What follows belongs to an exercise in optimizing a design on an open flow for small area and a short achievable clock period; a production flow would make more cautious choices.
Function was checked by simulation only, so behaviour that the tests miss may differ from the original.
No activity file was given, so power comes from the tool's default toggle rates.

$ cat flow/run.sh
#!/bin/bash
# Layout flow: the standard ORFS flow (standard.sh) with
#  - plain buf_2 port buffers instead of delay buffers;
#  - a clock tree of clkbuf_16 with larger clusters and no dummy loads.
# The make output goes to flow.log here; ORFS writes each step's log under orfs/logs.
set -euo pipefail
export SETUP_SLACK_MARGIN=8.5
export TNS_END_PERCENT=10
export BUFFER_PORTS_ARGS="-buffer_cell sky130_fd_sc_hd__buf_2"
export CTS_ARGS="-sink_clustering_enable -repair_clock_nets -dont_use_dummy_load -buf_list sky130_fd_sc_hd__clkbuf_16 -sink_clustering_size 25 -sink_clustering_max_diameter 70"
bash standard.sh > flow.log 2>&1
$ cat standard.sh
#!/bin/bash
# synth_recipe.tcl (not shown) runs the flow's synth.tcl, then flattens the netlist and writes it again
# the make line also repeats each setting of config.mk as NAME=value (left out here)
make -C /OpenROAD-flow-scripts/flow DESIGN_CONFIG=/design/flow/config.mk WORK_HOME=/design/flow/orfs CLKGATE_MAP_FILE= SYNTH_SCRIPT=/design/flow/synth_recipe.tcl "${@:-finish}"
$ cat design.v
module PipelineMips(clk, reset, imem_addr, imem_data, dmem_we, dmem_re, dmem_addr, dmem_wdata, dmem_rdata);
  input clk, reset;
  output wire [31:0] imem_addr;
  input [31:0] imem_data;
  output wire dmem_we, dmem_re;
  output wire [31:0] dmem_addr, dmem_wdata;
  input [31:0] dmem_rdata;
  integer i;
  reg [31:2] pc;                             
  reg [31:2] if_pc4;                         
  reg [31:0] if_inst;
  reg        if_z;                           
  reg [31:0] if_g1, if_g2;                   
  reg        ex_regdst;                      
  reg        ex_sub, ex_r_and, ex_r_or, ex_r_sum, ex_r_slt;  
  reg        ex_mr, ex_mw, ex_rw;
  reg [31:0] ex_a, ex_b;                     
  reg [15:0] ex_imm;
  reg [4:0]  ex_rt;
  reg        as_mem, as_wb, as_reg;          
  reg        bs_imm, bs_mem, bs_wb, bs_reg;  
  reg        fb_mem, fb_wb;                  
  reg        id_sel1, id_sel2, id_byp1, id_byp2;  
  reg        id_byp0;                        
  reg        mem_mr, mem_mw, mem_rw;         
  reg        mem_mr2;
  reg [31:0] mem_res, mem_wd;                
  reg [4:0]  mem_rd;
  reg        wb_rw;                          
  reg [31:0] wb_wd;
  reg [4:0]  wb_rd;
  reg [31:0] rf [0:31];
  reg [31:0] rf_v;
  wire [31:0] inst  = if_inst & {32{~if_z}};
  wire [5:0] opcode = inst[31:26];
  wire [5:0] func   = inst[5:0];
  wire [4:0] rs     = inst[25:21];
  wire [4:0] rt     = inst[20:16];
  wire [15:0] imm   = inst[15:0];
  wire op_r    = (opcode == 6'b000000);
  wire op_addi = (opcode == 6'b001000);
  wire op_andi = (opcode == 6'b001100);
  wire op_lw   = (opcode == 6'b100011);
  wire op_sw   = (opcode == 6'b101011);
  wire op_beq  = (opcode == 6'b000100);
  wire op_bne  = (opcode == 6'b000101);
  wire op_j    = (opcode == 6'b000010);
  wire c_alusrc = op_addi | op_andi | op_lw | op_sw;
  wire c_aluop1 = op_r | op_andi;
  wire c_aluop0 = op_andi | op_beq | op_bne;
  wire c_regdst = op_r;
  wire c_mr     = op_lw;
  wire c_mw     = op_sw;
  wire c_rw     = op_r | op_addi | op_andi | op_lw;
  wire br       = op_beq | op_bne;
  wire [4:0] ex_rdf = ex_imm[15:11];         
  wire hz1 = ex_mr & ((ex_rt == rs) | (ex_rt == rt)) & (ex_rt != 5'd0);
  wire hz2 = mem_mr & br & ((mem_rd == rs) | (mem_rd == rt)) & (mem_rd != 5'd0);
  wire hz3 = ex_rw & br & ((ex_rdf == rs) | (ex_rdf == rt)) & (ex_rdf != 5'd0);
  wire stall = hz1 | hz2 | hz3;
  reg [31:0] rd1, rd2;
  always @* begin
    rd1 = 32'd0;
    rd2 = 32'd0;
    for (i = 0; i < 32; i = i + 1) begin
      rd1 = rd1 | ({32{if_g1[i]}} & rf[i]);
      rd2 = rd2 | ({32{if_g2[i]}} & rf[i]);
    end
  end
  wire byp0  = id_byp0;
  wire [31:0] rf0 = {32{rf_v[0]}} & rf[0];
  wire s1_mem = ~if_z & id_sel1;
  wire s1_wb  = if_z ? byp0 : (~id_sel1 & id_byp1);
  wire s1_r0  = if_z & ~byp0;
  wire s1_rf  = ~if_z & ~id_sel1 & ~id_byp1;
  wire s2_mem = ~if_z & id_sel2;
  wire s2_wb  = if_z ? byp0 : (~id_sel2 & id_byp2);
  wire s2_rf  = ~if_z & ~id_sel2 & ~id_byp2;
  wire [31:0] op1 = ({32{s1_mem}} & mem_res) | ({32{s1_wb}} & wb_wd) | ({32{s1_r0}} & rf0) | ({32{s1_rf}} & rd1);
  wire [31:0] op2 = ({32{s2_mem}} & mem_res) | ({32{s2_wb}} & wb_wd) | ({32{s1_r0}} & rf0) | ({32{s2_rf}} & rd2);
  wire equal = (op1 == op2);
  wire pcsrc = (op_beq & equal) | (op_bne & ~equal);
  wire csel  = ~stall & ~pcsrc;
  wire [31:0] rf_w = {31'd0, wb_rw} << wb_rd;
  wire [31:0] rf_vn = rf_v | rf_w;
  wire [4:0] h_rs = stall ? rs : imem_data[25:21];
  wire [4:0] h_rt = stall ? rt : imem_data[20:16];
  wire [31:0] g1_next = (32'd1 << h_rs) & rf_vn;
  wire [31:0] g2_next = (32'd1 << h_rt) & rf_vn;
  wire [31:2] jt   = {if_pc4[31:28], inst[25:0]};
  wire [31:2] bt   = if_pc4 + {{14{imm[15]}}, imm};
  wire [31:2] pc_nt = op_j ? jt : if_pc4;
  wire [31:2] pc_next = pcsrc ? bt : pc_nt;
  wire [4:0] n_exmem_rd = ex_regdst ? ex_rdf : ex_rt;
  wire c1 = ex_rw & (n_exmem_rd != 5'd0) & (n_exmem_rd == rs);
  wire c2 = ex_rw & (n_exmem_rd != 5'd0) & (n_exmem_rd == rt);
  wire c3 = mem_rw & (mem_rd != 5'd0) & (mem_rd == rs);
  wire c4 = mem_rw & (mem_rd != 5'd0) & (mem_rd == rt);
  wire n_fa_mem = c1;
  wire n_fb_mem = ~c1 & c2;
  wire n_fa_wb  = ~c1 & ~c2 & c3;
  wire n_fb_wb  = ~c1 & ~c2 & ~c3 & c4;
  wire [5:0] n_func = imem_data[5:0];
  reg [2:0] n_ctl;
  always @* begin
    case ({c_aluop1, c_aluop0})
      2'b00: n_ctl = 3'b010;
      2'b01: n_ctl = 3'b011;
      2'b11: n_ctl = 3'b000;
      default: case (n_func)
        6'b100101: n_ctl = 3'b001;
        6'b100000: n_ctl = 3'b010;
        6'b100010: n_ctl = 3'b011;
        6'b101010: n_ctl = 3'b111;
        default:   n_ctl = 3'b000;
      endcase
    endcase
  end
  wire [4:0] f_rs = imem_data[25:21];
  wire [4:0] f_rt = imem_data[20:16];
  wire [4:0] rdf  = inst[15:11];
  wire n_fany  = c1 | c2 | c3 | c4;
  wire nmem_ok = ex_rw & (n_exmem_rd != 5'd0) & ~n_fany;
  wire tempB_n = c_rw & ((rdf == f_rs) | (rdf == f_rt)) & (rdf != 5'd0);
  wire sel1_n = nmem_ok & ~tempB_n & (n_exmem_rd == f_rs);
  wire sel2_n = nmem_ok & ~tempB_n & (n_exmem_rd == f_rt) & ~(n_exmem_rd == f_rs);
  wire byp1_n = mem_rw & (mem_rd == f_rs);
  wire byp2_n = mem_rw & (mem_rd == f_rt);
  wire sel1_s = nmem_ok & (n_exmem_rd == rs);
  wire sel2_s = nmem_ok & (n_exmem_rd == rt) & ~(n_exmem_rd == rs);
  wire byp1_s = mem_rw & (mem_rd == rs);
  wire byp2_s = mem_rw & (mem_rd == rt);
  wire sel1_ns = stall ? sel1_s : sel1_n;
  wire sel2_ns = stall ? sel2_s : sel2_n;
  wire byp1_ns = stall ? byp1_s : byp1_n;
  wire byp2_ns = stall ? byp2_s : byp2_n;
  wire [31:0] ext = {{16{ex_imm[15]}}, ex_imm};
  wire [31:0] alu_a = ({32{as_mem}} & mem_res) | ({32{as_wb}} & wb_wd) | ({32{as_reg}} & ex_a);
  wire [31:0] alu_b = ({32{bs_imm}} & ext) | ({32{bs_mem}} & mem_res) | ({32{bs_wb}} & wb_wd) | ({32{bs_reg}} & ex_b);
  wire [31:0] fwd_b = fb_mem ? mem_res : (fb_wb ? wb_wd : ex_b);
  wire [31:0] bx = alu_b ^ {32{ex_sub}};
  wire [33:0] sum = {1'b0, alu_a, 1'b1} + {1'b0, bx, ex_sub};
  wire ltu = ~sum[33];
  wire [31:0] alu_res = ({32{ex_r_and}} & (alu_a & alu_b)) | ({32{ex_r_or}} & (alu_a | alu_b)) |
                        ({32{ex_r_sum}} & sum[32:1]) | {31'd0, ex_r_slt & ltu};
  assign imem_addr  = {pc, 2'b00};
  assign dmem_we    = mem_mw;
  assign dmem_re    = mem_mr;              
  assign dmem_addr  = mem_res;
  assign dmem_wdata = mem_wd;
  always @(posedge clk or posedge reset) begin
    if (reset) begin
      pc <= 30'd0;
      if_pc4 <= 30'd0;
      mem_mr2 <= 1'b0;
      if_z <= 1'b1;
      id_byp0 <= 1'b0;
      ex_mr <= 1'b0; ex_mw <= 1'b0; ex_rw <= 1'b0;
      mem_mr <= 1'b0; mem_mw <= 1'b0; mem_rw <= 1'b0;
      wb_rw <= 1'b0;
      rf_v <= 32'd0;
    end else begin
      pc <= pc_next;
      if (~stall) if_pc4 <= pc + 30'd1;
      mem_mr2 <= ex_mr;
      if_z <= pcsrc | (stall & if_z);
      id_byp0 <= mem_rw & (mem_rd == 5'd0);
      ex_mr <= csel & c_mr;
      ex_mw <= csel & c_mw;
      ex_rw <= csel & c_rw;
      mem_mr <= ex_mr; mem_mw <= ex_mw; mem_rw <= ex_rw;
      wb_rw <= mem_rw;
      rf_v <= rf_vn;
    end
  end
  always @(posedge clk) begin
    if (~stall) if_inst <= imem_data;
    if_g1 <= g1_next;
    if_g2 <= g2_next;
    id_sel1 <= sel1_ns;
    id_sel2 <= sel2_ns;
    id_byp1 <= byp1_ns;
    id_byp2 <= byp2_ns;
    ex_regdst <= csel & c_regdst;
    ex_a <= op1;
    ex_b <= op2;
    ex_imm <= imm;
    ex_rt <= rt;
    as_mem <= n_fa_mem;
    as_wb  <= n_fa_wb;
    as_reg <= ~(n_fa_mem | n_fa_wb);
    bs_imm <= c_alusrc;
    bs_mem <= ~c_alusrc & n_fb_mem;
    bs_wb  <= ~c_alusrc & n_fb_wb;
    bs_reg <= ~c_alusrc & ~(n_fb_mem | n_fb_wb);
    ex_sub   <= n_ctl[0];
    ex_r_and <= (n_ctl == 3'b000);
    ex_r_or  <= (n_ctl == 3'b001);
    ex_r_sum <= (n_ctl[2:1] == 2'b01);
    ex_r_slt <= n_ctl[2];
    fb_mem <= n_fb_mem;
    fb_wb  <= n_fb_wb;
    mem_res <= alu_res;
    mem_wd <= fwd_b;
    mem_rd <= n_exmem_rd;
    wb_wd <= mem_mr2 ? dmem_rdata : mem_res;
    wb_rd <= mem_rd;
    for (i = 0; i < 32; i = i + 1)
      if (rf_w[i]) rf[i] <= wb_wd;
  end
endmodule
$ cat config.mk
export PLATFORM = sky130hd
export DESIGN_NAME = PipelineMips
export DESIGN_NICKNAME = PipelineMips
export VERILOG_FILES = /design/flow/design.v
export SDC_FILE = /design/flow/constraint.sdc
export NUM_CORES = 4
export LEC_CHECK = 0
export CAP_MARGIN = 30
export CORE_MARGIN = 2
export CORE_UTILIZATION = 50
export SLEW_MARGIN = 30
$ cat constraint.sdc
create_clock -name core_clock -period 12.0 [get_ports {clk}]
set_input_delay 2.4000 -clock core_clock [delete_from_list [all_inputs] [get_ports {clk}]]
set_output_delay 2.4000 -clock core_clock [all_outputs]
set_load 0.01 [all_outputs]
==> summary.txt, run 1 <==
* CP Depth at 16
* Total gr overflow at 0
* Worst-Skew Late Latency at roughly 0.76 ns
* Kind of critical path: flop to flop
* Crit. End Element: flop
* First drt pass iteration count at 19
* Worst slew margin at between 20% and 30%
* Post-layout minimum cycle time at roughly 4.4 ns
* Post-route cell area at ~71000 um^2
* Leading area contributor after synthesis: edfxtp_1
* Final Hold Viols at 0
* Largest Register: rf
* Routed Wire Length at between 200000 and 300000 um
* PwrDens at roughly 150 nW/um^2
* Final setup violation count at 0
* Post-synth top area share at approximately half
* Placement Cell Area at 65400 um^2
* Clk sink count at 1431
* Initial antenna violation count at 7
* Total core area at 122000 um^2
* Synth Cell Area at 61800 um^2
* GRT Util Overall at about 44%
* Seq/Total Area, Yosys at between 60 and 70%
* CP peak stage delay at a little under 0.8 ns
* Synth Flop Type: edfxtp_1
* FF+latch count, synth at 1431
* Number of max-cap violations at 0
* Max-slew violation count at 0
* Post-layout power at between 10 and 15 mW
* PortBufs at around 160
* Post-synth EDFFs at 1056
* DRC Markers at 0
* Initial Util at around half
* CP max stage cell: nor4_4
* Leakage at between 20 and 25 nW
* Status: no timing/DRC/antenna violations
* Vias in the first global route at ~49000
* Setup_tns at 0 ns
* Cell variety after synth at 80
* Die W at around 360 um
* H-Tree Depth at 3
* Critical path data required time at about 13 ns
* Clock Skew at around 0.074 ns
* CTS tree: yes
* Ys async rst share at under 10%
* Mean Syn Cell Area at about 13 um^2
* Top Ports at roughly 160
* Share of cells above drive strength 1 at ~17%
* Vias at around 53000
* Cell row count at roughly 130
* Max FFs per register at slightly above 1000
* Synth top area cells: edfxtp_1, a22oi_1, dfxtp_1
* Syn. warnings at 2
* # hold bufs at CTS at 0
* Clock slew at the register clock pins of the worst setup and hold paths at 0.08 ns
* Final #Nets at 5171
* CP arrival at 5.03 ns
* Most frequent CP cell: buf_12
* Die height at approximately 360 um
* VDD IR max at about 0.16 mV
* Worst-path cell chain: buf_8 -> a22oi_1 -> nand4_1 -> nor4_4 -> o21ai_1 -> xor2_1 -> nor4_1 -> nand4_1 -> nor3_4 -> mux2i_4 -> buf_12 -> buf_12 -> buf_12 -> buf_16 -> nand2_2 -> o21ai_1
* Worst slew pin tran at ~1.1 ns
* Final HPWL DP at approximately 160000 um
* Die area at 126000 um^2
* First-pass GRT wire length at just under 400000 um
* Cells on worst reg2reg path at 16
* CP top delay family: simple AND/OR/NAND/NOR gates
* ANT nets after route at 0
* CTS root buffer: clkbuf_16
* Clock buffer count from CTS at roughly 90
* Avg WL per Cell at between 40 and 50 um
* Area growth from synthesis to layout at 14.4%
* Routability congestion estimate at ~1.0
* CTS Buffer Depth at 3
* Hold depth at 0
* Hold crit path type: flop to flop
* Bufs and invs on worst path at 5
* Peak fanout along the critical path at 24
* Final worst-path cycle share at between 30% and 40%
* Post-Syn Instances at approximately 4800
* Worst Setup Start Kind: flop
* Iter 0 DRT Violations at 14100
* Pin count of the biggest net entering global routing at 65
* Max frequency at roughly 230 MHz
* WHS at 0.336 ns
* Via-to-Cell Ratio at between 7 and 8
* RSZ-0062 raised after global routing: true
==> timing repair <==
action | CTS | global route
setup buffers | 31 | 46
resized for setup | 323 | 129
gates cloned | 13 | 6
pin swaps | 43 | 42
setup endpoints to repair | 281 | 243
==> metrics by stage <==
stage / setup WS, ns / util (%) / std cells
after floorplan: 8.40 / - / 4837
after global placement: 6.61 / 53.4 / 6478
after detailed placement: 6.57 / 53.5 / 6478
after CTS: 7.89 / 57.0 / 6613
after global routing: 7.61 / 57.9 / 6665
final: 7.60 / 57.9 / 6670
==> logic make-up (layout without fill, tap and decap cells) <==
kind of cell / Yosys count / count (layout) / share of synthesized area (%)
multiplexers: 107 / 107 / 1.81
other: 1 / 7 / 0.00607
AND/OR/NAND/NOR: 1056 / 1057 / 8.80
flip-flops: 1431 / 1431 / 64.3
buffers and inverters: 392 / 593 / 2.45
adder cells (fa/ha/maj): 63 / 63 / 1.29
XOR/XNOR: 203 / 203 / 2.88
AO/OA/AOI/OAI: 1583 / 1584 / 18.5
==> cell type report <==
class / count / area (um^2)
fillers: 9760 / 51500
flip-flops and latches: 1431 / 39900
multi-input cells: 3016 / 22200
repair buffers: 434 / 4030
clock buffers: 91 / 2280
well taps: 1625 / 2030
inverters: 67 / 259
diodes: 5 / 12.5
repair inverters: 1 / 5.00
==> where the power goes <==
| group | leakage, nW | total, mW | switching, mW | internal (mW) |
|---|---|---|---|---|
| Combinational | 9.71 | 1.65 | 1.07 | 0.578 |
| Sequential | 13.3 | 6.08 | 0.331 | 5.75 |
| Clock | 1.12 | 2.96 | 1.62 | 1.34 |
| Total | 24.2 | 10.7 | 3.02 | 7.67 |
==> Yosys cell counts, drive strengths merged, types with 21 or more instances <==
library cell / n
nor4: 72
a21o: 21
xnor2: 87
nor3: 100
xor2: 116
nor2b: 44
nand3: 87
clkbuf: 245
a22oi: 1088
nand4: 270
buf: 80
o211ai: 24
nand2b: 25
dfxtp: 274
ha: 62
a222oi: 63
mux2: 36
inv: 67
a21oi: 66
o21ai: 204
dfrtp: 100
edfxtp: 1056
nor2: 137
nand2: 265
mux2i: 71
==> metal layers <==
layer / share of wire, % / routed length, um / global-route usage, % / up-vias
met4: 9.1 / 26300 / 27.6 / 17
li1: - / - / - / 19800
met1: 34 / 97900 / 57.0 / 25400
met3: 18 / 50700 / 20.5 / 1620
met2: 39 / 114000 / 60.4 / 5862
met5: 0.095 / 274 / 0.302 / -
==> placed cells by master (no fill, tap or decap), types with 97 or more instances in the layout <==
| cell | netlist | final |
|---|---|---|
| nand4_1 | 270 | 270 |
| edfxtp_1 | 1056 | 1056 |
| nor2_1 | 137 | 99 |
| dfrtp_1 | 100 | 99 |
| xor2_1 | 116 | 114 |
| dfxtp_1 | 274 | 201 |
| buf_4 | 3 | 150 |
| buf_2 | 17 | 161 |
| a22oi_1 | 1088 | 1067 |
| nand2_1 | 265 | 249 |
| o21ai_0 | 178 | 145 |
| clkbuf_16 | 0 | 97 |
==> worst reg2reg max path: stages, from the launching register on <==
cell     delay (ns)
dfxtp_2        0.46
buf_8          0.30
a22oi_1        0.25
nand4_1        0.19
nor4_4         0.79
o21ai_1        0.23
xor2_1         0.23
nor4_1         0.32
nand4_1        0.20
nor3_4         0.38
mux2i_4        0.32
buf_12         0.16
buf_12         0.14
buf_12         0.10
buf_16         0.13
nand2_2        0.05
o21ai_1        0.07
==> final timing paths <==
path                       startpoint          to  slack [ns]
min                             ex_mw      mem_mw        0.34
max in group asynchronous       reset  if_pc4[25]        8.94
max reg2reg                 if_g1[10]       pc[6]        7.60
min in group asynchronous       reset     rf_v[6]        1.90
max                         if_g1[10]       pc[6]        7.60
min reg2reg                     ex_mw      mem_mw        0.34
==> inputs of run 2 (changes only) <==
--- a/design.v
+++ b/design.v
@@ -79,8 +79,8 @@
   wire [31:0] op1 = ({32{s1_mem}} & mem_res) | ({32{s1_wb}} & wb_wd) | ({32{s1_r0}} & rf0) | ({32{s1_rf}} & rd1);
   wire [31:0] op2 = ({32{s2_mem}} & mem_res) | ({32{s2_wb}} & wb_wd) | ({32{s1_r0}} & rf0) | ({32{s2_rf}} & rd2);
   wire equal = (op1 == op2);
-  wire pcsrc = (op_beq & equal) | (op_bne & ~equal);
-  wire csel  = ~stall & ~pcsrc;
+  wire csel_eq = ~stall & ~op_beq;
+  wire csel_ne = ~stall & ~op_bne;
   wire [31:0] rf_w = {31'd0, wb_rw} << wb_rd;
   wire [31:0] rf_vn = rf_v | rf_w;
   wire [4:0] h_rs = stall ? rs : imem_data[25:21];
@@ -90,7 +90,11 @@
   wire [31:2] jt   = {if_pc4[31:28], inst[25:0]};
   wire [31:2] bt   = if_pc4 + {{14{imm[15]}}, imm};
   wire [31:2] pc_nt = op_j ? jt : if_pc4;
-  wire [31:2] pc_next = pcsrc ? bt : pc_nt;
+  wire [31:2] pc_eq = op_beq ? bt : pc_nt;
+  wire [31:2] pc_ne = op_bne ? bt : pc_nt;
+  wire [31:2] pc_next = equal ? pc_eq : pc_ne;
+  wire z_hold = stall & if_z;
+  wire z_next = equal ? (op_beq | z_hold) : (op_bne | z_hold);
   wire [4:0] n_exmem_rd = ex_regdst ? ex_rdf : ex_rt;
   wire c1 = ex_rw & (n_exmem_rd != 5'd0) & (n_exmem_rd == rs);
   wire c2 = ex_rw & (n_exmem_rd != 5'd0) & (n_exmem_rd == rt);
@@ -163,11 +167,11 @@
       pc <= pc_next;
       if (~stall) if_pc4 <= pc + 30'd1;
       mem_mr2 <= ex_mr;
-      if_z <= pcsrc | (stall & if_z);
+      if_z <= z_next;
       id_byp0 <= mem_rw & (mem_rd == 5'd0);
-      ex_mr <= csel & c_mr;
-      ex_mw <= csel & c_mw;
-      ex_rw <= csel & c_rw;
+      ex_mr <= equal ? (csel_eq & c_mr) : (csel_ne & c_mr);
+      ex_mw <= equal ? (csel_eq & c_mw) : (csel_ne & c_mw);
+      ex_rw <= equal ? (csel_eq & c_rw) : (csel_ne & c_rw);
       mem_mr <= ex_mr; mem_mw <= ex_mw; mem_rw <= ex_rw;
       wb_rw <= mem_rw;
       rf_v <= rf_vn;
@@ -181,7 +185,7 @@
     id_sel2 <= sel2_ns;
     id_byp1 <= byp1_ns;
     id_byp2 <= byp2_ns;
-    ex_regdst <= csel & c_regdst;
+    ex_regdst <= equal ? (csel_eq & c_regdst) : (csel_ne & c_regdst);
     ex_a <= op1;
     ex_b <= op2;
     ex_imm <= imm;
--- a/config.mk
+++ b/config.mk
@@ -7,5 +7,5 @@
 export LEC_CHECK = 0
 export CAP_MARGIN = 30
 export CORE_MARGIN = 2
-export CORE_UTILIZATION = 50
+export CORE_UTILIZATION = 55
 export SLEW_MARGIN = 30
==> summary.txt, run 2 <==
* Worst slew margin at between 20% and 30%
* Worst Setup Start Kind: flop
* Multi-input gate area at between 20000 and 25000 um^2
* CTS Buffer Depth at 3
* Post-synth EDFFs at roughly 1100
* Max FFs per register at ~1000
* Ys async rst share at a little over 7%
* Worst-path cell chain: buf_6 -> a22oi_1 -> nand4_1 -> nor4_4 -> o21ai_2 -> xor2_1 -> nor4_2 -> nand4_1 -> buf_4 -> or3_4 -> a21o_4 -> buf_6 -> buf_6 -> buf_16 -> a21oi_2
* Top Ports at 164
* VDD IR max at about 0.14 mV
* NetSw at between 2 and 3 mW
* Routed Wire Length at 294000 um
* Most common cell after layout, fill and taps aside: a22oi_1
* Area growth from synthesis to layout at 15.2%
* CTS tree: yes
* R2R setup slack at around 7.8 ns
* Bufs and invs on worst path at 5
* DRC Markers at 0
* Cell row count at approximately 120
* First drt pass iteration count at 21
* Vias at 53300
* GRT Util Overall at roughly half
* CP peak stage delay at between 0.7 and 0.8 ns
* Setup_tns at 0 ns
* Die height at about 340 um
* Max-slew violation count at 0
* Most frequent CP cell: buf_6
* CTS root buffer: clkbuf_16
* Die W at ~340 um
* ANT nets after route at 0
* Clock buffer count from CTS at 90
* Via-to-Cell Ratio at about 8.1
* WHS at approximately 0.34 ns
* Initial Util at between 50% and 60%
* Cells on worst reg2reg path at 15
* CP max stage cell: nor4_4
* Most frequent cell after synthesis: a22oi_1
* Total gr overflow at 0
* Leakage at roughly 25 nW
* Fin worst setup slack at roughly 7.8 ns
* Hold crit path type: flop to flop
* Cell variety after synth at just over 80
* CP Depth at 15
* Mean Syn Cell Area at approximately 13 um^2
* Crit. End Element: flop
* Post-layout minimum cycle time at 4.23 ns
* Avg WL per Cell at 44.4 um
* Final #Nets at about 5200
* Synth top area cells: edfxtp_1, a22oi_1, dfxtp_1
* Iter 0 DRT Violations at 13400
* Routability congestion estimate at around 0.97
* PortBufs at ~160
* Total core area at about 110000 um^2
* Largest Register: rf
* First-pass GRT wire length at between 300000 and 400000 um
* # hold bufs at CTS at 0
* Post-synth top area share at about half
* RSZ-0062 raised after global routing: true
* Final Hold Viols at 0
* Final worst-path cycle share at around a third
* Initial antenna violation count at 13
* Vias in the first global route at a little under 50000
* Worst Setup SP: if_g2[26]
* PwrDens at 149 nW/um^2
* Synth Cell Area at between 60000 and 70000 um^2
* Worst-Skew Late Latency at around 0.74 ns
* Final setup violation count at 0
* FILL cells at between 8000 and 9000
* Worst slack, placed at 6.91 ns
* RR Endpoint: pc[12]
* Share of cells above drive strength 1 at a little under a fifth
* Synth cell count leaders: a22oi_1, edfxtp_1, clkbuf_1
* Clk sink count at about 1400
* Max frequency at between 200 and 250 MHz
* Leading area contributor after synthesis: edfxtp_1
* Syn. warnings at 2
* Post-Syn Instances at between 4000 and 5000
* Number of max-cap violations at 0
* Seq/Total Area, Yosys at around 64%
* H-Tree Depth at 3
* Sw Ratio at between 20% and 30%
* CP arrival at 4.85 ns
* Min-delay src: ex_mw
* Logic pwr share at 15.2%
* FF+latch count, synth at about 1400
* Peak fanout along the critical path at 32
* Reg area at roughly 40000 um^2
* Clock slew at the register clock pins of the worst setup and hold paths at 0.10 ns
* Critical path data required time at around 13 ns
* Pin count of the biggest net entering global routing at 87
* Kind of critical path: flop to flop
* Reg2reg start: if_g2[26]
* Clk pwr share at 27.8%
* Sequential power share at between 50% and 60%
* Worst slew pin tran at 1.14 ns
* Synth Flop Type: edfxtp_1
* Most frequent cells in the layout: a22oi_1, edfxtp_1, nand4_1
* Internal Power at roughly 7.6 mW
* CP top delay family: simple AND/OR/NAND/NOR gates
* Die area at between 100000 and 150000 um^2
* Final HPWL DP at around 160000 um
* Hold depth at 0
* Clock Skew at between 0.06 and 0.07 ns
* Worst Hold End: mem_mw
* Status: no timing/DRC/antenna violations
run 2: cell types whose count changed after synthesis, sizes merged, moves of 14 or more:
cell and change:
a21oi +34, buf -43, clkbuf +49, inv +19, mux2i -17, nand2 -70
nor2 +23, nor4 +20, o211ai -14, o21ai -25
run 2: logic make-up after synthesis:
| family | count (synthesis) | synth area share [%] |
|---|---|---|
| compound gates | 1598 | 18.7 |
| xor+xnor | 200 | 2.83 |
| fa+ha+maj | 63 | 1.29 |
| buf+inv | 420 | 2.72 |
| flops | 1431 | 64.2 |
| mux | 90 | 1.53 |
| other cells | 1 | 0.00606 |
| simple gates | 1039 | 8.78 |
run 2: worst register-to-register path: cells and delay by family (launching register included):
family	cells	cell delay (ns)
buffers and inverters	5	0.83
DFF	1	0.31
and+or+nand+nor	5	1.81
xor gates and xnor gates	1	0.23
AOI/OAI and AO/OA	4	0.97
run 2: how the worst max path moves through the flow:
stage / slack (ns) / to
6_report: 7.77 / pc[12]
5_1_grt: 7.87 / pc[31]
4_1_cts: 8.12 / dmem_addr[5]
3_5_place_dp: 6.91 / pc[31]
3_3_place_gp: 6.96 / pc[31]
2_1_floorplan: 7.52 / if_g1[1]
run 2: what timing repair did:
| action | in CTS | in global routing |
|---|---|---|
| pin swaps | 50 | 40 |
| resized for setup | 407 | 99 |
| setup buffers | 93 | 39 |
| cloned | 24 | 6 |
| endpoints found under the hold margin | 0 | 0 |
| setup endpoints to repair | 281 | 278 |
run 2: per-stage QoR:
stage	std cells	utilization, %	area [um^2]	power (mW)
floorplan	4843	-	61900	6.88
global placement	6339	58.0	65000	7.51
detailed placement	6342	58.1	65100	7.53
CTS	6549	62.9	70400	10.4
global route	6594	63.6	71300	10.9
finish	6605	63.6	71300	10.6
run 2: final cells by class:
class	instances	share of cell area, %
Antenna cell	11	0.0386
Clock buffer	90	3.16
Inverter	89	0.497
Multi-Input combinational cell	3002	31.2
Sequential cell	1431	56.0
Tap cell	1500	2.63
Timing Repair Buffer	482	6.49
run 2: power by group through the flow:
stage	registers (mW)	logic, mW	clock network, mW
2_1_floorplan	6.15	0.723	0
3_3_place_gp	6.13	1.38	0
3_5_place_dp	6.14	1.40	0
4_1_cts	6.03	1.49	2.93
5_1_grt	6.05	1.70	3.10
6_report	6.04	1.62	2.95
run 2: metal layers:
metal | vias to the layer above | track usage (%) | wire length, um
li1 | 20000 | - | -
met1 | 25800 | 64.2 | 98600
met2 | 5944 | 67.3 | 116000
met3 | 1559 | 21.7 | 53300
met4 | 8 | 30.6 | 25900
met5 | - | 0.654 | 52
==> inputs of run 3 (changes only) <==
--- a/flow/run.sh
+++ b/flow/run.sh
@@ -4,7 +4,7 @@
 #  - a clock tree of clkbuf_16 with larger clusters and no dummy loads.
 # The make output goes to flow.log here; ORFS writes each step's log under orfs/logs.
 set -euo pipefail
-export SETUP_SLACK_MARGIN=8.5
+export SETUP_SLACK_MARGIN=8
 export TNS_END_PERCENT=10
 export BUFFER_PORTS_ARGS="-buffer_cell sky130_fd_sc_hd__buf_2"
 export CTS_ARGS="-sink_clustering_enable -repair_clock_nets -dont_use_dummy_load -buf_list sky130_fd_sc_hd__clkbuf_16 -sink_clustering_size 25 -sink_clustering_max_diameter 70"
==> summary.txt, run 3 <==
* Status: no timing/DRC/antenna violations
* PwrDens at roughly 150 nW/um^2
* First-pass GRT wire length at between 300000 and 400000 um
* Most frequent cell after synthesis: a22oi_1
* Leading area contributor after synthesis: edfxtp_1
* CTS root buffer: clkbuf_16
* GRT Util Overall at about half
* Clock Skew at around 0.078 ns
* Clk sink count at 1431
* CP arrival at around 4.8 ns
* FF+latch count, synth at roughly 1400
* Seq/Total Area, Yosys at roughly 64%
* CTS Buffer Depth at 3
* Post-Syn Instances at 4842
* Post-synth EDFFs at ~1100
* Bufs and invs on worst path at 1
* Worst Setup Start Kind: flop
* Die W at approximately 340 um
* Via-to-Cell Ratio at 8.10
* CP top delay family: compound AO/OA/AOI/OAI gates
* Largest Register: rf
* Reg2reg start: bs_wb
* VDD IR max at 0.157 mV
* Crit. End Element: flop
* Min-delay src: ex_mw
* Ys async rst share at a little over 7%
* Total core area at roughly 110000 um^2
* CP peak stage delay at about 0.40 ns
* Iter 0 DRT Violations at roughly 13000
* Leakage at around 24 nW
* Final setup violation count at 0
* Syn. warnings at 2
* Kind of critical path: flop to flop
* H-Tree Depth at 3
* Number of max-cap violations at 0
* PortBufs at 161
* Cell row count at around 120
* Die area at between 100000 and 150000 um^2
* Final worst-path cycle share at 34.9%
* Worst slew pin tran at about 1.1 ns
* Clock slew at the register clock pins of the worst setup and hold paths at approximately 0.08 ns
* Setup_tns at 0 ns
* CP max stage cell: a311o_1
* Initial antenna violation count at 16
* Avg WL per Cell at 44.5 um
* Worst slack, placed at between 7 and 8 ns
* Final HPWL DP at about 160000 um
* Reg area at between 30000 and 40000 um^2
* ANT nets after route at 0
* Final #Nets at 5138
* Synth Cell Area at 61900 um^2
* Synth Flop Type: edfxtp_1
* Final Core Density at between 60% and 70%
* Initial Util at 55.2%
* DRC Markers at 0
* Share of cells above drive strength 1 at 15.6%
* Area growth from synthesis to layout at 12.6%
* Pin count of the biggest net entering global routing at 82
* FILL cells at 8776
* Vias in the first global route at 47800
* CTS tree: yes
* Most common cell after layout, fill and taps aside: a22oi_1
* First drt pass iteration count at 14
* Hold crit path type: flop to flop
* Worst Setup SP: bs_wb
* Post-layout minimum cycle time at roughly 4.2 ns
* Post-synth top area share at between 50% and 60%
* Synth cell count leaders: a22oi_1, edfxtp_1, clkbuf_1
* Worst slew margin at between 20% and 30%
* Most frequent cells in the layout: a22oi_1, edfxtp_1, nand4_1
* Placement Cell Area at about 65000 um^2
* Fin worst setup slack at between 7 and 8 ns
* Routability congestion estimate at ~0.99
* Peak fanout along the critical path at 32
* Final Hold Viols at 0
* Post-route cell area at about 70000 um^2
* Mean Syn Cell Area at approximately 13 um^2
* Die height at roughly 340 um
* Routed Wire Length at between 200000 and 300000 um
* Clock buffer count from CTS at 85
* Critical path data required time at ~13 ns
* Post-layout power at slightly above 10 mW
* Multi-input gate area at 21800 um^2
* Max FFs per register at 1024
* Worst-Skew Late Latency at about 0.74 ns
* Worst-path cell chain: buf_6 -> a22oi_2 -> nand2_2 -> xor2_1 -> ha_1 -> a21o_1 -> a21oi_1 -> nor2b_1 -> o21ai_2 -> a211oi_1 -> or2_2 -> a31o_2 -> a311o_1 -> a21oi_2 -> mux2_2 -> o21ai_0
* Vias at between 50000 and 60000
* Total gr overflow at 0
* Cell variety after synth at between 80 and 90
* Synth top area cells: edfxtp_1, a22oi_1, dfxtp_1
* Max-slew violation count at 0
* Max frequency at between 200 and 250 MHz
* Top Ports at approximately 160
* RSZ-0062 raised after global routing: true
-- run 3: routing by layer --
layer | share of wire [%] | routed length (um) | global-route usage [%] | up-vias
li1 | - | - | - | 19900
met1 | 34 | 97500 | 63.3 | 25500
met2 | 40 | 115000 | 66.3 | 5906
met3 | 18 | 51100 | 19.3 | 1599
met4 | 9.0 | 26200 | 29.4 | 20
met5 | 0.098 | 285 | 0.368 | -
-- run 3: layout make-up --
| cell class | count | area share (%) |
|---|---|---|
| Antenna cell | 19 | 0.0682 |
| Timing Repair Buffer | 403 | 5.20 |
| Sequential cell | 1431 | 57.2 |
| Multi-Input combinational cell | 2999 | 31.3 |
| Clock buffer | 85 | 3.05 |
| Tap cell | 1500 | 2.69 |
| Inverter | 89 | 0.492 |
-- run 3: worst paths after layout --
check,slack [ns],depth (start not counted),endpoint
max,7.81,16,mem_res[30]
min,0.36,0,mem_mw
max reg2reg,7.81,16,mem_res[30]
min reg2reg,0.36,0,mem_mw
max in group asynchronous,8.89,4,pc[17]
min in group asynchronous,1.69,2,rf_v[25]
-- run 3: timing repair --
item | in CTS | in global routing
gates cloned | 1 | 15
buffers inserted | 12 | 51
setup endpoints to repair | 118 | 108
pin swaps | 22 | 33
hold buffers | 0 | 0
gates resized for setup | 145 | 186
-- run 3: logic make-up (layout without fill, tap and decap cells) --
family                     after synthesis  count (layout)  share of synthesized area (%)
other                                    1              21                        0.00606
xor gates and xnor gates               200             200                           2.83
and+or+nand+nor                       1039            1042                           8.78
buffers and inverters                  420             577                           2.72
adders and majority gates               63              63                           1.29
DFF                                   1431            1431                           64.2
AOI/OAI and AO/OA                     1598            1602                           18.7
muxes                                   90              90                           1.53
-- run 3: per-stage QoR --
step	std cells	hold WS, ns
floorplan	4843	0.329
global placement	6336	0.339
detailed placement	6339	0.337
CTS	6437	0.364
global route	6510	0.367
finish	6526	0.361
-- run 3: power by group --
group / switching, mW / internal, mW
registers: 0.328 / 5.72
logic: 0.948 / 0.523
clock network: 1.61 / 1.26
total: 2.88 / 7.50
==> inputs of run 4 (changes only) <==
--- a/design.v
+++ b/design.v
@@ -53,11 +53,14 @@
   wire c_mw     = op_sw;
   wire c_rw     = op_r | op_addi | op_andi | op_lw;
   wire br       = op_beq | op_bne;
+  wire [4:0] rs_r = if_inst[25:21];
+  wire [4:0] rt_r = if_inst[20:16];
+  wire br_r = (if_inst[31:27] == 5'b00010);    
   wire [4:0] ex_rdf = ex_imm[15:11];         
-  wire hz1 = ex_mr & ((ex_rt == rs) | (ex_rt == rt)) & (ex_rt != 5'd0);
-  wire hz2 = mem_mr & br & ((mem_rd == rs) | (mem_rd == rt)) & (mem_rd != 5'd0);
-  wire hz3 = ex_rw & br & ((ex_rdf == rs) | (ex_rdf == rt)) & (ex_rdf != 5'd0);
-  wire stall = hz1 | hz2 | hz3;
+  wire hz1 = ex_mr & ((ex_rt == rs_r) | (ex_rt == rt_r)) & (ex_rt != 5'd0);
+  wire hz2 = mem_mr & br_r & ((mem_rd == rs_r) | (mem_rd == rt_r)) & (mem_rd != 5'd0);
+  wire hz3 = ex_rw & br_r & ((ex_rdf == rs_r) | (ex_rdf == rt_r)) & (ex_rdf != 5'd0);
+  wire stall = ~if_z & (hz1 | hz2 | hz3);
   reg [31:0] rd1, rd2;
   always @* begin
     rd1 = 32'd0;
@@ -83,8 +86,8 @@
   wire csel_ne = ~stall & ~op_bne;
   wire [31:0] rf_w = {31'd0, wb_rw} << wb_rd;
   wire [31:0] rf_vn = rf_v | rf_w;
-  wire [4:0] h_rs = stall ? rs : imem_data[25:21];
-  wire [4:0] h_rt = stall ? rt : imem_data[20:16];
+  wire [4:0] h_rs = stall ? rs_r : imem_data[25:21];
+  wire [4:0] h_rt = stall ? rt_r : imem_data[20:16];
   wire [31:0] g1_next = (32'd1 << h_rs) & rf_vn;
   wire [31:0] g2_next = (32'd1 << h_rt) & rf_vn;
   wire [31:2] jt   = {if_pc4[31:28], inst[25:0]};
@@ -93,13 +96,12 @@
   wire [31:2] pc_eq = op_beq ? bt : pc_nt;
   wire [31:2] pc_ne = op_bne ? bt : pc_nt;
   wire [31:2] pc_next = equal ? pc_eq : pc_ne;
-  wire z_hold = stall & if_z;
-  wire z_next = equal ? (op_beq | z_hold) : (op_bne | z_hold);
+  wire z_next = equal ? op_beq : op_bne;     
   wire [4:0] n_exmem_rd = ex_regdst ? ex_rdf : ex_rt;
-  wire c1 = ex_rw & (n_exmem_rd != 5'd0) & (n_exmem_rd == rs);
-  wire c2 = ex_rw & (n_exmem_rd != 5'd0) & (n_exmem_rd == rt);
-  wire c3 = mem_rw & (mem_rd != 5'd0) & (mem_rd == rs);
-  wire c4 = mem_rw & (mem_rd != 5'd0) & (mem_rd == rt);
+  wire c1 = ~if_z & ex_rw & (n_exmem_rd != 5'd0) & (n_exmem_rd == rs_r);
+  wire c2 = ~if_z & ex_rw & (n_exmem_rd != 5'd0) & (n_exmem_rd == rt_r);
+  wire c3 = ~if_z & mem_rw & (mem_rd != 5'd0) & (mem_rd == rs_r);
+  wire c4 = ~if_z & mem_rw & (mem_rd != 5'd0) & (mem_rd == rt_r);
   wire n_fa_mem = c1;
   wire n_fb_mem = ~c1 & c2;
   wire n_fa_wb  = ~c1 & ~c2 & c3;
@@ -130,10 +132,10 @@
   wire sel2_n = nmem_ok & ~tempB_n & (n_exmem_rd == f_rt) & ~(n_exmem_rd == f_rs);
   wire byp1_n = mem_rw & (mem_rd == f_rs);
   wire byp2_n = mem_rw & (mem_rd == f_rt);
-  wire sel1_s = nmem_ok & (n_exmem_rd == rs);
-  wire sel2_s = nmem_ok & (n_exmem_rd == rt) & ~(n_exmem_rd == rs);
-  wire byp1_s = mem_rw & (mem_rd == rs);
-  wire byp2_s = mem_rw & (mem_rd == rt);
+  wire sel1_s = nmem_ok & (n_exmem_rd == rs_r);
+  wire sel2_s = nmem_ok & (n_exmem_rd == rt_r) & ~(n_exmem_rd == rs_r);
+  wire byp1_s = mem_rw & (mem_rd == rs_r);
+  wire byp2_s = mem_rw & (mem_rd == rt_r);
   wire sel1_ns = stall ? sel1_s : sel1_n;
   wire sel2_ns = stall ? sel2_s : sel2_n;
   wire byp1_ns = stall ? byp1_s : byp1_n;
--- a/flow/run.sh
+++ b/flow/run.sh
@@ -4,7 +4,7 @@
 #  - a clock tree of clkbuf_16 with larger clusters and no dummy loads.
 # The make output goes to flow.log here; ORFS writes each step's log under orfs/logs.
 set -euo pipefail
-export SETUP_SLACK_MARGIN=8
+export SETUP_SLACK_MARGIN=8.5
 export TNS_END_PERCENT=10
 export BUFFER_PORTS_ARGS="-buffer_cell sky130_fd_sc_hd__buf_2"
 export CTS_ARGS="-sink_clustering_enable -repair_clock_nets -dont_use_dummy_load -buf_list sky130_fd_sc_hd__clkbuf_16 -sink_clustering_size 25 -sink_clustering_max_diameter 70"
==> summary.txt, run 4 <==
* Worst Setup Start Kind: flop
* Synth Flop Type: edfxtp_1
* Routed Wire Length at 298000 um
* Post-layout power at about 11 mW
* Largest Register: rf
* Avg WL per Cell at around 45 um
* Most frequent cells in the layout: edfxtp_1, a22oi_1, nand4_1
* Seq/Total Area, Yosys at 64.4%
* First-pass GRT wire length at 382000 um
* Max-slew violation count at 0
* Die W at approximately 340 um
* Post-synth EDFFs at about 1100
* Routability congestion estimate at roughly 1
* Synth Cell Area at 61700 um^2
* Cells on worst reg2reg path at 13
* Hold depth at 0
* H-Tree Depth at 3
* Syn. warnings at 2
* RR Endpoint: pc[10]
* # hold bufs at CTS at 0
* Critical path data required time at 12.61 ns
* First drt pass iteration count at 15
* Max frequency at 243 MHz
* RSZ-0062 raised after global routing: true
* Crit. End Element: flop
* Max FFs per register at between 1000 and 1500
* Synth top area cells: edfxtp_1, a22oi_1, dfxtp_1
* Min-delay src: ex_mw
* Cell variety after synth at 70
* Total placed cells including tap cells at roughly 6300
* Ys async rst share at 7.06%
* Leakage at between 20 and 30 nW
* Synth cell count leaders: a22oi_1, edfxtp_1, clkbuf_1
* Worst-path cell chain: buf_8 -> a22oi_2 -> nand4_1 -> nor4_4 -> o21ai_2 -> xor2_1 -> nor4_2 -> nand4_1 -> or3_4 -> a21oi_4 -> buf_12 -> buf_12 -> mux2i_2
* Final setup violation count at 0
* Clock slew at the register clock pins of the worst setup and hold paths at around 0.10 ns
* Die height at 339 um
* DRC Markers at 0
* Simple-Gate Fraction of Synth Area at 8.35%
* Share of cells above drive strength 1 at about a fifth
* Top Ports at about 160
* Most frequent cell after synthesis: a22oi_1
* Final worst-path cycle share at between 30% and 40%
* Total gr overflow at 0
* Clk sink count at 1431
* Pin count of the biggest net entering global routing at 65
* Cell row count at roughly 120
* Number of max-cap violations at 0
* Initial antenna violation count at 17
* Mean Syn Cell Area at approximately 13 um^2
* Worst slew margin at a little over a fifth
* Iter 0 DRT Violations at 13000
* Final #Nets at around 5200
* Fin cells at ~6600
* Hold crit path type: flop to flop
* Setup_tns at 0 ns
* Post-Syn Instances at 4763
* FF+latch count, synth at around 1400
* CP arrival at between 4 and 5 ns
* XOR/XNOR share of the synthesized area at a little over 3%
* R2R setup slack at around 8 ns
* Post-layout minimum cycle time at 4.11 ns
* Adder-Cell Fraction of Synth Area at around 1.3%
* Bufs and invs on worst path at 3
* Worst-Skew Late Latency at 0.73 ns
* Largest family of logic cells by synthesized area: compound AO/OA/AOI/OAI gates
* Die area at around 110000 um^2
* PwrDens at ~150 nW/um^2
* Mux share of post-synthesis cell area at roughly 2.3%
* ANT nets after route at 0
* Total core area at between 100000 and 150000 um^2
* Status: no timing/DRC/antenna violations
* Clock Skew at ~0.082 ns
* Clock buffer count from CTS at 83
* Reg2reg start: if_g2[3]
* Via-to-Cell Ratio at ~8.2
* Final Hold Viols at 0
* Most common cell after layout, fill and taps aside: edfxtp_1
* CP max stage cell: nor4_4
* Leading area contributor after synthesis: edfxtp_1
* Vias in the first global route at between 40000 and 50000
* Compound-Gate Fraction of Synth Area at 18.2%
* Kind of critical path: flop to flop
* Post-synth top area share at between 50% and 60%
* VDD IR max at around 0.13 mV
* CTS tree: yes
* Final HPWL DP at approximately 160000 um
* CTS root buffer: clkbuf_16
* GRT Util Overall at a little under half
* Worst slew pin tran at around 1.2 ns
* PortBufs at 161
* Area growth from synthesis to layout at 17.1%
* CTS Buffer Depth at 3
* Vias at between 50000 and 60000
* Worst Hold End: mem_mw
* CP peak stage delay at ~0.74 ns
* Initial Util at 55.6%
* Peak fanout along the critical path at 8
* CP top delay family: simple AND/OR/NAND/NOR gates
* WHS at 0.408 ns
==> run 4: cell types whose count changed after synthesis, sizes merged, moves of 9 or more <==
cell | before | now
nand2 | 195 | 204
a21oi | 100 | 61
nor3 | 109 | 98
nor2 | 160 | 126
o21a | 6 | 15
nor4 | 92 | 81
nand2b | 36 | 19
clkbuf | 294 | 282
mux2i | 54 | 95
inv | 86 | 75
nand3 | 74 | 87
xor2 | 103 | 136
a31oi | 29 | 12
xnor2 | 97 | 77
==> run 4: routing by layer <==
metal	part of all wire (%)	GRT usage, %	vias up	wire length (um)
li1	-	-	19900	-
met1	33	62.2	25900	98200
met2	39	65.0	6393	115000
met3	18	20.3	1884	55000
met4	9.8	31.2	36	29200
met5	0.25	0.625	-	731
==> run 4: worst register-to-register path, cell delays in order, from the launching register on <==
cell and delay, ns:
dfxtp_4 0.45, buf_8 0.21, a22oi_2 0.21, nand4_1 0.22
nor4_4 0.74, o21ai_2 0.13, xor2_1 0.23, nor4_2 0.31
nand4_1 0.24, or3_4 0.49, a21oi_4 0.22, buf_12 0.17
buf_12 0.15, mux2i_2 0.23
==> run 4: power by group <==
group	total [mW]	internal [mW]	leakage [nW]	switching, mW
Combinational	1.62	0.588	10.8	1.03
Sequential	6.13	5.77	13.4	0.363
Clock	2.82	1.23	1.02	1.59
Total	10.6	7.59	25.1	2.99
==> run 4: cell type report <==
| class | count | area (um^2) |
|---|---|---|
| Tap cell | 1488 | 1860 |
| Inverter | 75 | 285 |
| Fill cell | 8241 | 38800 |
| Timing Repair Buffer | 564 | 5920 |
| Antenna cell | 26 | 65.1 |
| Multi-Input combinational cell | 2942 | 21900 |
| Clock buffer | 83 | 2080 |
| Sequential cell | 1431 | 40000 |
==> run 4: cells by family (layout without fill, tap and decap cells) <==
family | after synthesis | count (layout)
flops | 1431 | 1431
other cells | 1 | 28
simple gates | 986 | 986
mux | 134 | 134
buf+inv | 391 | 722
fa+ha+maj | 63 | 63
xor+xnor | 213 | 213
compound gates | 1544 | 1544
==> run 4: metrics by stage <==
stage / util, % / cell area, um^2 / setup WS (ns)
5_1_grt: 65.0 / 72100 / 7.94
4_1_cts: 62.9 / 69800 / 8.23
3_5_place_dp: 58.6 / 65000 / 7.03
6_report: 65.0 / 72200 / 7.89
3_3_place_gp: 58.4 / 64800 / 7.05
2_1_floorplan: - / 61700 / 8.40
==> run 4: worst max-delay path by stage <==
stage | from | end | slack, ns | cells after the start
final | if_g2[3] | pc[10] | 7.89 | 13
after global routing | if_g1[3] | pc[20] | 7.94 | 13
after CTS | wb_wd[3] | mem_res[31] | 8.23 | 15
after detailed placement | if_z | pc[30] | 7.03 | 12
after global placement | if_z | pc[30] | 7.05 | 12
after floorplan | reset | ex_mr | 8.40 | 1
==> run 4: repair_timing <==
action | CTS | global route
setup buffers | 105 | 93
cloned | 8 | 30
pin swaps | 55 | 57
setup endpoints to repair | 194 | 184
gates resized for setup | 342 | 150
==> inputs of run 5 (changes only) <==
--- a/flow/run.sh
+++ b/flow/run.sh
@@ -4,7 +4,7 @@
 #  - a clock tree of clkbuf_16 with larger clusters and no dummy loads.
 # The make output goes to flow.log here; ORFS writes each step's log under orfs/logs.
 set -euo pipefail
-export SETUP_SLACK_MARGIN=8.5
+export SETUP_SLACK_MARGIN=8
 export TNS_END_PERCENT=10
 export BUFFER_PORTS_ARGS="-buffer_cell sky130_fd_sc_hd__buf_2"
 export CTS_ARGS="-sink_clustering_enable -repair_clock_nets -dont_use_dummy_load -buf_list sky130_fd_sc_hd__clkbuf_16 -sink_clustering_size 25 -sink_clustering_max_diameter 70"
==> summary.txt, run 5 <==
* Worst-path cell chain: buf_12 -> buf_12 -> buf_12 -> a22oi_2 -> nand4_1 -> nor4_4 -> o21ai_2 -> xor2_2 -> nor4_2 -> nand4_1 -> or3_4 -> a21oi_4 -> buf_12 -> mux2_2
* Synth Flop Type: edfxtp_1
* Area growth from synthesis to layout at 13.2%
* Share of cells above drive strength 1 at around 16%
* First-pass GRT wire length at 366000 um
* Cell row count at about 120
* CP arrival at between 4 and 5 ns
* Most frequent CP cell: buf_12
* CP max stage cell: nor4_4
* Most common cell after layout, fill and taps aside: a22oi_1
* Worst Setup Start Kind: flop
* Worst slack, placed at 6.83 ns
* Fin worst setup slack at slightly below 8 ns
* Max-slew violation count at 0
* XOR/XNOR share of the synthesized area at 3.03%
* Sw Ratio at about 28%
* Die area at ~110000 um^2
* Internal Power at 7.63 mW
* PwrDens at roughly 150 nW/um^2
* CTS tree: yes
* Final Core Density at approximately 63%
* Clk pwr share at between 20% and 30%
* Routed Wire Length at 274000 um
* Final HPWL DP at roughly 160000 um
* CP peak stage delay at between 0.6 and 0.7 ns
* Multi-input gate area at between 20000 and 25000 um^2
* Via-to-Cell Ratio at between 7 and 8
* Routability congestion estimate at 1.06
* Number of max-cap violations at 0
* CP top delay family: simple AND/OR/NAND/NOR gates
* Reg2reg start: if_g1[12]
* Critical path data required time at between 10 and 15 ns
* Total gr overflow at 0
* Final Hold Viols at 0
* VDD IR max at 0.125 mV
* Clock slew at the register clock pins of the worst setup and hold paths at around 0.090 ns
* Top Ports at roughly 160
* FF+latch count, synth at approximately 1400
* First drt pass iteration count at 14
* Worst Setup SP: if_g1[12]
* Sequential power share at a little under 60%
* Logic pwr share at between 10 and 15%
* Setup_tns at 0 ns
* Vias at about 51000
* FILL cells at around 8500
* Die W at between 300 and 400 um
* Mux share of post-synthesis cell area at under 10%
* Post-synth top area share at between 50% and 60%
* Simple-Gate Fraction of Synth Area at 8.35%
* Post-layout minimum cycle time at 4.20 ns
* Most frequent cells in the layout: a22oi_1, edfxtp_1, nand4_1
* Largest Register: rf
* Final #Nets at 5094
* PortBufs at between 150 and 200
* Vias in the first global route at 47100
* Synth top area cells: edfxtp_1, a22oi_1, dfxtp_1
* Worst slew margin at 25.5%
* Initial Util at about 56%
* CTS Buffer Depth at 3
* Max FFs per register at just over 1000
* GRT Util Overall at a little under half
* Leakage at between 20 and 25 nW
* Placement Cell Area at roughly 65000 um^2
* Initial antenna violation count at 5
* Hold crit path type: flop to flop
* Min-delay src: ex_mw
* Worst slew pin tran at ~1.1 ns
* Post-route cell area at between 60000 and 70000 um^2
* Worst-Skew Late Latency at approximately 0.74 ns
* Reg area at between 30000 and 40000 um^2
* Bufs and invs on worst path at 4
* WHS at about 0.42 ns
* Most frequent cell after synthesis: a22oi_1
* Die height at between 300 and 400 um
* Compound-Gate Fraction of Synth Area at between 10% and 20%
* Final worst-path cycle share at 35.0%
* Seq/Total Area, Yosys at 64.4%
* Synth cell count leaders: a22oi_1, edfxtp_1, clkbuf_1
* Clock buffer count from CTS at 89
* CTS root buffer: clkbuf_16
* Mean Syn Cell Area at 12.9 um^2
* Kind of critical path: flop to flop
* Pin count of the biggest net entering global routing at 65
* Total core area at between 100000 and 150000 um^2
* RSZ-0062 raised after global routing: true
* DRC Markers at 0
* Status: no timing/DRC/antenna violations
* Peak fanout along the critical path at 8
* Max frequency at 238 MHz
* Final setup violation count at 0
* Cell variety after synth at 70
* ANT nets after route at 0
* Ys async rst share at about 7%
* Clock Skew at about 0.077 ns
* Post-synth EDFFs at 1056
* Largest family of logic cells by synthesized area: compound AO/OA/AOI/OAI gates
* Crit. End Element: flop
* # hold bufs at CTS at 0
* Post-Syn Instances at 4763
* Synth Cell Area at ~62000 um^2
* Clk sink count at around 1400
* H-Tree Depth at 3
* Avg WL per Cell at 42.4 um
* Syn. warnings at 2
* Leading area contributor after synthesis: edfxtp_1
* Adder-Cell Fraction of Synth Area at 1.29%
* NetSw at about 3.0 mW
* Iter 0 DRT Violations at 11400
## run 5: cell count changes in the layout (fill, tap and decap cells not counted), moves of 31 or more
cell / delta
buf_12: -31
dfxtp_4: -35
dfxtp_1: +33
buf_4: -82
## run 5: final cells by class
cell class | instances | area share (%)
well taps | 1488 | 2.67
flip-flops and latches | 1431 | 57.2
multi-input cells | 2943 | 31.1
diodes | 8 | 0.0287
inverters | 75 | 0.409
repair buffers | 425 | 5.46
clock buffers | 89 | 3.19
## run 5: cell families (layout without fill, tap and decap cells)
logic type      after synthesis  count (layout)
flops                      1431            1431
mux                         134             134
xor+xnor                    213             213
buf+inv                     391             589
compound gates             1544            1545
fa+ha+maj                    63              63
simple gates                986             986
other cells                   1              10
## run 5: metal layers
metal	routed length, um	global-route usage [%]	vias up	part of all wire (%)
met1	95300	60.7	24800	35
met5	78	0	-	0.028
met3	45300	16.7	1321	17
met4	21900	26.7	9	8.0
li1	-	-	19600	-
met2	111000	63.7	5415	41
## run 5: path summary, 6_finish.rpt
path | end | slack (ns) | cells after the start
max | pc[28] | 7.80 | 14
max reg2reg | pc[28] | 7.80 | 14
max in group asynchronous | pc[23] | 8.84 | 4
min | mem_mw | 0.42 | 0
min reg2reg | mem_mw | 0.42 | 0
min in group asynchronous | id_byp0 | 1.89 | 3
## run 5: power by group through the flow
stage                     sequential [mW]  clock, mW  combinational, mW
after floorplan                      6.22          0              0.750
after global placement               6.23          0               1.42
after detailed placement             6.24          0               1.44
after CTS                            6.13       2.90               1.48
after global routing                 6.15       3.07               1.65
final                                6.13       2.91               1.55
## run 5: per-stage QoR
stage	cells	total power, mW
global route	6452	10.9
CTS	6371	10.5
global placement	6268	7.66
floorplan	4764	6.97
detailed placement	6270	7.67
finish	6459	10.6
## run 5: repair_timing
action | 4_1_cts | 5_1_grt
pin swaps | 21 | 55
setup buffers | 11 | 68
gates cloned | 1 | 12
endpoints found under the setup margin | 57 | 63
resized for setup | 138 | 218
==> inputs of run 6 (changes only) <==
--- a/design.v
+++ b/design.v
@@ -18,7 +18,7 @@
   reg [15:0] ex_imm;
   reg [4:0]  ex_rt;
   reg        as_mem, as_wb, as_reg;          
-  reg        bs_imm, bs_mem, bs_wb, bs_reg;  
+  reg        bsp_imm, bsn_imm, bsp_mem, bsn_mem, bsp_wb, bsn_wb, bs_reg;
   reg        fb_mem, fb_wb;                  
   reg        id_sel1, id_sel2, id_byp1, id_byp2;  
   reg        id_byp0;                        
@@ -122,6 +122,7 @@
       endcase
     endcase
   end
+  wire n_sub = n_ctl[1] & n_ctl[0];          
   wire [4:0] f_rs = imem_data[25:21];
   wire [4:0] f_rt = imem_data[20:16];
   wire [4:0] rdf  = inst[15:11];
@@ -142,12 +143,13 @@
   wire byp2_ns = stall ? byp2_s : byp2_n;
   wire [31:0] ext = {{16{ex_imm[15]}}, ex_imm};
   wire [31:0] alu_a = ({32{as_mem}} & mem_res) | ({32{as_wb}} & wb_wd) | ({32{as_reg}} & ex_a);
-  wire [31:0] alu_b = ({32{bs_imm}} & ext) | ({32{bs_mem}} & mem_res) | ({32{bs_wb}} & wb_wd) | ({32{bs_reg}} & ex_b);
-  wire [31:0] fwd_b = fb_mem ? mem_res : (fb_wb ? wb_wd : ex_b);
-  wire [31:0] bx = alu_b ^ {32{ex_sub}};
+  wire [31:0] bx = ({32{bsp_imm}} & ext) | ({32{bsn_imm}} & ~ext) |
+                   ({32{bsp_mem}} & mem_res) | ({32{bsn_mem}} & ~mem_res) |
+                   ({32{bsp_wb}} & wb_wd) | ({32{bsn_wb}} & ~wb_wd) | ({32{bs_reg}} & ex_b);
+  wire [31:0] fwd_b = fb_mem ? mem_res : (fb_wb ? wb_wd : (ex_b ^ {32{ex_sub}}));
   wire [33:0] sum = {1'b0, alu_a, 1'b1} + {1'b0, bx, ex_sub};
   wire ltu = ~sum[33];
-  wire [31:0] alu_res = ({32{ex_r_and}} & (alu_a & alu_b)) | ({32{ex_r_or}} & (alu_a | alu_b)) |
+  wire [31:0] alu_res = ({32{ex_r_and}} & (alu_a & bx)) | ({32{ex_r_or}} & (alu_a | bx)) |
                         ({32{ex_r_sum}} & sum[32:1]) | {31'd0, ex_r_slt & ltu};
   assign imem_addr  = {pc, 2'b00};
   assign dmem_we    = mem_mw;
@@ -189,17 +191,20 @@
     id_byp2 <= byp2_ns;
     ex_regdst <= equal ? (csel_eq & c_regdst) : (csel_ne & c_regdst);
     ex_a <= op1;
-    ex_b <= op2;
+    ex_b <= op2 ^ {32{n_sub}};
     ex_imm <= imm;
     ex_rt <= rt;
     as_mem <= n_fa_mem;
     as_wb  <= n_fa_wb;
     as_reg <= ~(n_fa_mem | n_fa_wb);
-    bs_imm <= c_alusrc;
-    bs_mem <= ~c_alusrc & n_fb_mem;
-    bs_wb  <= ~c_alusrc & n_fb_wb;
+    bsp_imm <= c_alusrc & ~n_sub;
+    bsn_imm <= c_alusrc & n_sub;
+    bsp_mem <= ~c_alusrc & n_fb_mem & ~n_sub;
+    bsn_mem <= ~c_alusrc & n_fb_mem & n_sub;
+    bsp_wb  <= ~c_alusrc & n_fb_wb & ~n_sub;
+    bsn_wb  <= ~c_alusrc & n_fb_wb & n_sub;
     bs_reg <= ~c_alusrc & ~(n_fb_mem | n_fb_wb);
-    ex_sub   <= n_ctl[0];
+    ex_sub   <= n_sub;
     ex_r_and <= (n_ctl == 3'b000);
     ex_r_or  <= (n_ctl == 3'b001);
     ex_r_sum <= (n_ctl[2:1] == 2'b01);
--- a/flow/run.sh
+++ b/flow/run.sh
@@ -4,7 +4,7 @@
 #  - a clock tree of clkbuf_16 with larger clusters and no dummy loads.
 # The make output goes to flow.log here; ORFS writes each step's log under orfs/logs.
 set -euo pipefail
-export SETUP_SLACK_MARGIN=8
+export SETUP_SLACK_MARGIN=8.5
 export TNS_END_PERCENT=10
 export BUFFER_PORTS_ARGS="-buffer_cell sky130_fd_sc_hd__buf_2"
 export CTS_ARGS="-sink_clustering_enable -repair_clock_nets -dont_use_dummy_load -buf_list sky130_fd_sc_hd__clkbuf_16 -sink_clustering_size 25 -sink_clustering_max_diameter 70"
==> summary.txt, run 6 <==
* Most frequent cells in the layout: edfxtp_1, a22oi_1, nand4_1
* Via-to-Cell Ratio at 8.11
* Cell variety after synth at 73
* Post-synth top area share at 50.4%
* XOR/XNOR share of the synthesized area at about 3.4%
* First drt pass iteration count at 17
* Adder-Cell Fraction of Synth Area at approximately 1.9%
* Worst Setup Start Kind: flop
* Pin count of the biggest net entering global routing at 65
* Worst Hold End: mem_mw
* Largest Register: rf
* CTS Buffer Depth at 3
* Largest family of logic cells by synthesized area: compound AO/OA/AOI/OAI gates
* Post-synth EDFFs at 1056
* Mux share of post-synthesis cell area at 1.54%
* Leading area contributor after synthesis: edfxtp_1
* Sequential power share at around 56%
* Routed Wire Length at a little over 300000 um
* Critical path data required time at approximately 13 ns
* Final Core Density at 63.7%
* Syn. warnings at 2
* Synth top area cells: edfxtp_1, dfxtp_1, a22oi_1
* Hold depth at 0
* First-pass GRT wire length at a little over 400000 um
* Clock slew at the register clock pins of the worst setup and hold paths at about 0.09 ns
* Max frequency at ~230 MHz
* Post-route cell area at 72500 um^2
* Max FFs per register at 1024
* FILL cells at 8676
* Worst-Skew Late Latency at ~0.74 ns
* Final HPWL DP at 164000 um
* Kind of critical path: flop to flop
* Simple-Gate Fraction of Synth Area at 7.87%
* Most common cell after layout, fill and taps aside: edfxtp_1
* Total placed cells including tap cells at between 6000 and 7000
* R2R setup slack at 7.62 ns
* Final setup violation count at 0
* PwrDens at 150 nW/um^2
* Number of max-cap violations at 0
* DRC Markers at 0
* RSZ-0062 raised after global routing: true
* Area growth from synthesis to layout at 15.3%
* Die W at between 300 and 400 um
* Cells on worst reg2reg path at 19
* Final #Nets at between 5000 and 6000
* Initial antenna violation count at 10
* Clk sink count at 1434
* Clock buffer count from CTS at 90
* Share of cells above drive strength 1 at about a fifth
* Routability congestion estimate at approximately 1
* Vias in the first global route at roughly 50000
* Cell row count at 124
* CP arrival at 5.00 ns
* Iter 0 DRT Violations at roughly 13000
* Final worst-path cycle share at between 30% and 40%
* # hold bufs at CTS at 0
* Sw Ratio at between 20% and 30%
* Worst slew margin at between 20 and 25%
* Fin cells at ~6600
* Placement Cell Area at 66000 um^2
* Clock Skew at roughly 0.055 ns
* Hold crit path type: flop to flop
* Clk pwr share at around 27%
* Avg WL per Cell at roughly 46 um
* Ys async rst share at between 7 and 8%
* Vias at between 50000 and 60000
* Leakage at roughly 25 nW
* Setup_tns at 0 ns
* Fin worst setup slack at roughly 7.6 ns
* Compound-Gate Fraction of Synth Area at about a fifth
* CTS tree: yes
* GRT Util Overall at 50.9%
* Logic pwr share at 16.6%
* Seq/Total Area, Yosys at between 60% and 70%
* Worst slew pin tran at roughly 1.2 ns
* RR Endpoint: mem_res[31]
* WHS at roughly 0.39 ns
* Post-layout power at between 10 and 15 mW
* Min-delay src: ex_mw
* FF+latch count, synth at 1434
* Reg2reg start: mem_res[0]
* Post-layout minimum cycle time at 4.38 ns
* Die area at ~120000 um^2
* Die height at ~340 um
* Final Hold Viols at 0
* Most frequent cell after synthesis: edfxtp_1
* ANT nets after route at 0
* PortBufs at around 160
* Total gr overflow at 0
* Synth Flop Type: edfxtp_1
* Initial Util at ~55%
* Max-slew violation count at 0
* VDD IR max at about 0.18 mV
* Synth Cell Area at about 63000 um^2
* Internal Power at roughly 7.8 mW
* Status: no timing/DRC/antenna violations
* Total core area at 114000 um^2
* Mean Syn Cell Area at between 10 and 15 um^2
* Worst slack, placed at 6.29 ns
* Post-Syn Instances at 4869
* Crit. End Element: flop
* NetSw at just over 3 mW
* Peak fanout along the critical path at 8
* Synth cell count leaders: edfxtp_1, a22oi_1, dfxtp_1
* CTS root buffer: clkbuf_16
* Top Ports at ~160
* H-Tree Depth at 3
run 6: cell types whose count changed after synthesis, moves of 33 or more:
cell / change
a22oi_1: -407
a221oi_1: +198
a22o_1: +165
buf_2: +113
clkbuf_1: -86
inv_1: +69
xnor2_1: +60
nor4_1: -55
nor3_1: +37
o21ai_1: -34
mux2i_1: -33
run 6: layer usage:
metal / wire length, um / share of wire, % / global-route usage [%] / vias up
li1: - / - / - / 20000
met1: 98800 / 32 / 63.0 / 25900
met2: 119000 / 39 / 68.5 / 6140
met3: 56800 / 19 / 25.7 / 1857
met4: 31100 / 10 / 36.1 / 26
met5: 460 / 0.15 / 1.35 / -
run 6: kinds of logic after synthesis:
family                     count (synthesis)
DFF                                     1434
xor gates and xnor gates                 243
and+or+nand+nor                          958
adders and majority gates                 96
buffers and inverters                    480
muxes                                     93
AOI/OAI and AO/OA                       1564
other                                      1
run 6: worst max path at each step:
stage	from	to
finish	mem_res[0]	mem_res[31]
global route	as_reg	mem_res[31]
CTS	as_mem	mem_res[31]
detailed placement	if_z	pc[18]
global placement	if_z	pc[31]
floorplan	bsn_wb	mem_res[31]
run 6: final cells by class:
type | count | area [um^2] | area share, %
diodes | 6 | 15.0 | 0.0207
clock buffers | 90 | 2250 | 3.10
inverters | 144 | 564 | 0.778
multi-input cells | 2961 | 23000 | 31.7
flip-flops and latches | 1434 | 40000 | 55.1
well taps | 1512 | 1890 | 2.61
repair buffers | 501 | 4830 | 6.66
run 6: power groups by stage:
stage | Clock (mW) | Combinational, mW | Sequential, mW
finish | 2.98 | 1.81 | 6.08
global route | 3.10 | 1.92 | 6.10
CTS | 2.95 | 1.70 | 6.07
detailed placement | 0 | 1.52 | 6.18
global placement | 0 | 1.50 | 6.18
floorplan | 0 | 0.802 | 6.21
run 6: worst max-delay path, cell delays in order, from the launching register on:
cell      delay (ns)
dfxtp_2         0.42
a222oi_1        0.44
inv_1           0.15
fa_2            0.39
a21o_1          0.24
a211o_1         0.27
a21o_1          0.17
a2111o_1        0.41
a31oi_4         0.26
o31ai_4         0.13
nor4b_4         0.17
o21ai_1         0.12
buf_4           0.16
o21ai_4         0.06
o21ai_2         0.14
nand2_2         0.12
a21o_1          0.22
a21oi_2         0.17
xor2_1          0.17
o21ai_1         0.07
run 6: timing repair:
item,in CTS,in global routing
pin swaps,86,48
gates resized for setup,413,126
setup endpoints to repair,284,282
buffers inserted,94,59
gates cloned,18,5

-- re-timing with driven ports --
How much do the figures lean on ideal ports? The routed layouts below were timed once more, with nothing changed but the port constraints.
Step 1, drivers: a clkbuf_16 drives clk and a buf_2 each remaining input, both assumed.
Step 2 also shifts input and output timing later by t, the mid clock arrival at the registers, as if the neighbouring blocks saw the same clock.
Slacks: ideal / step 1 / step 2; pairs: ideal / step 1.
run | t (ns) | setup WS [ns] | worst hold slack (ns) | slew at the worst register clock pin (ns)
run 1 | 0.798 | 7.598 / 7.598 / 7.598 | 0.336 / 0.336 / 0.336 | 0.10 / 0.10
run 2 | 0.780 | 7.768 / 7.768 / 7.768 | 0.343 / 0.343 / 0.343 | 0.11 / 0.11
run 3 | 0.776 | 7.814 / 7.814 / 7.814 | 0.361 / 0.361 / 0.361 | 0.10 / 0.10
run 4 | 0.777 | 7.888 / 7.888 / 7.811 | 0.408 / 0.408 / 0.408 | 0.11 / 0.11
run 5 | 0.781 | 7.804 / 7.804 / 7.791 | 0.424 / 0.424 / 0.424 | 0.10 / 0.10
run 6 | 0.802 | 7.616 / 7.616 / 7.365 | 0.385 / 0.385 / 0.385 | 0.11 / 0.11
After both steps setup and hold are still met in every run listed. For run 6, which loses most, drivers alone change the setup slack by 0.000 ns; drivers and shift together by -0.251 ns.
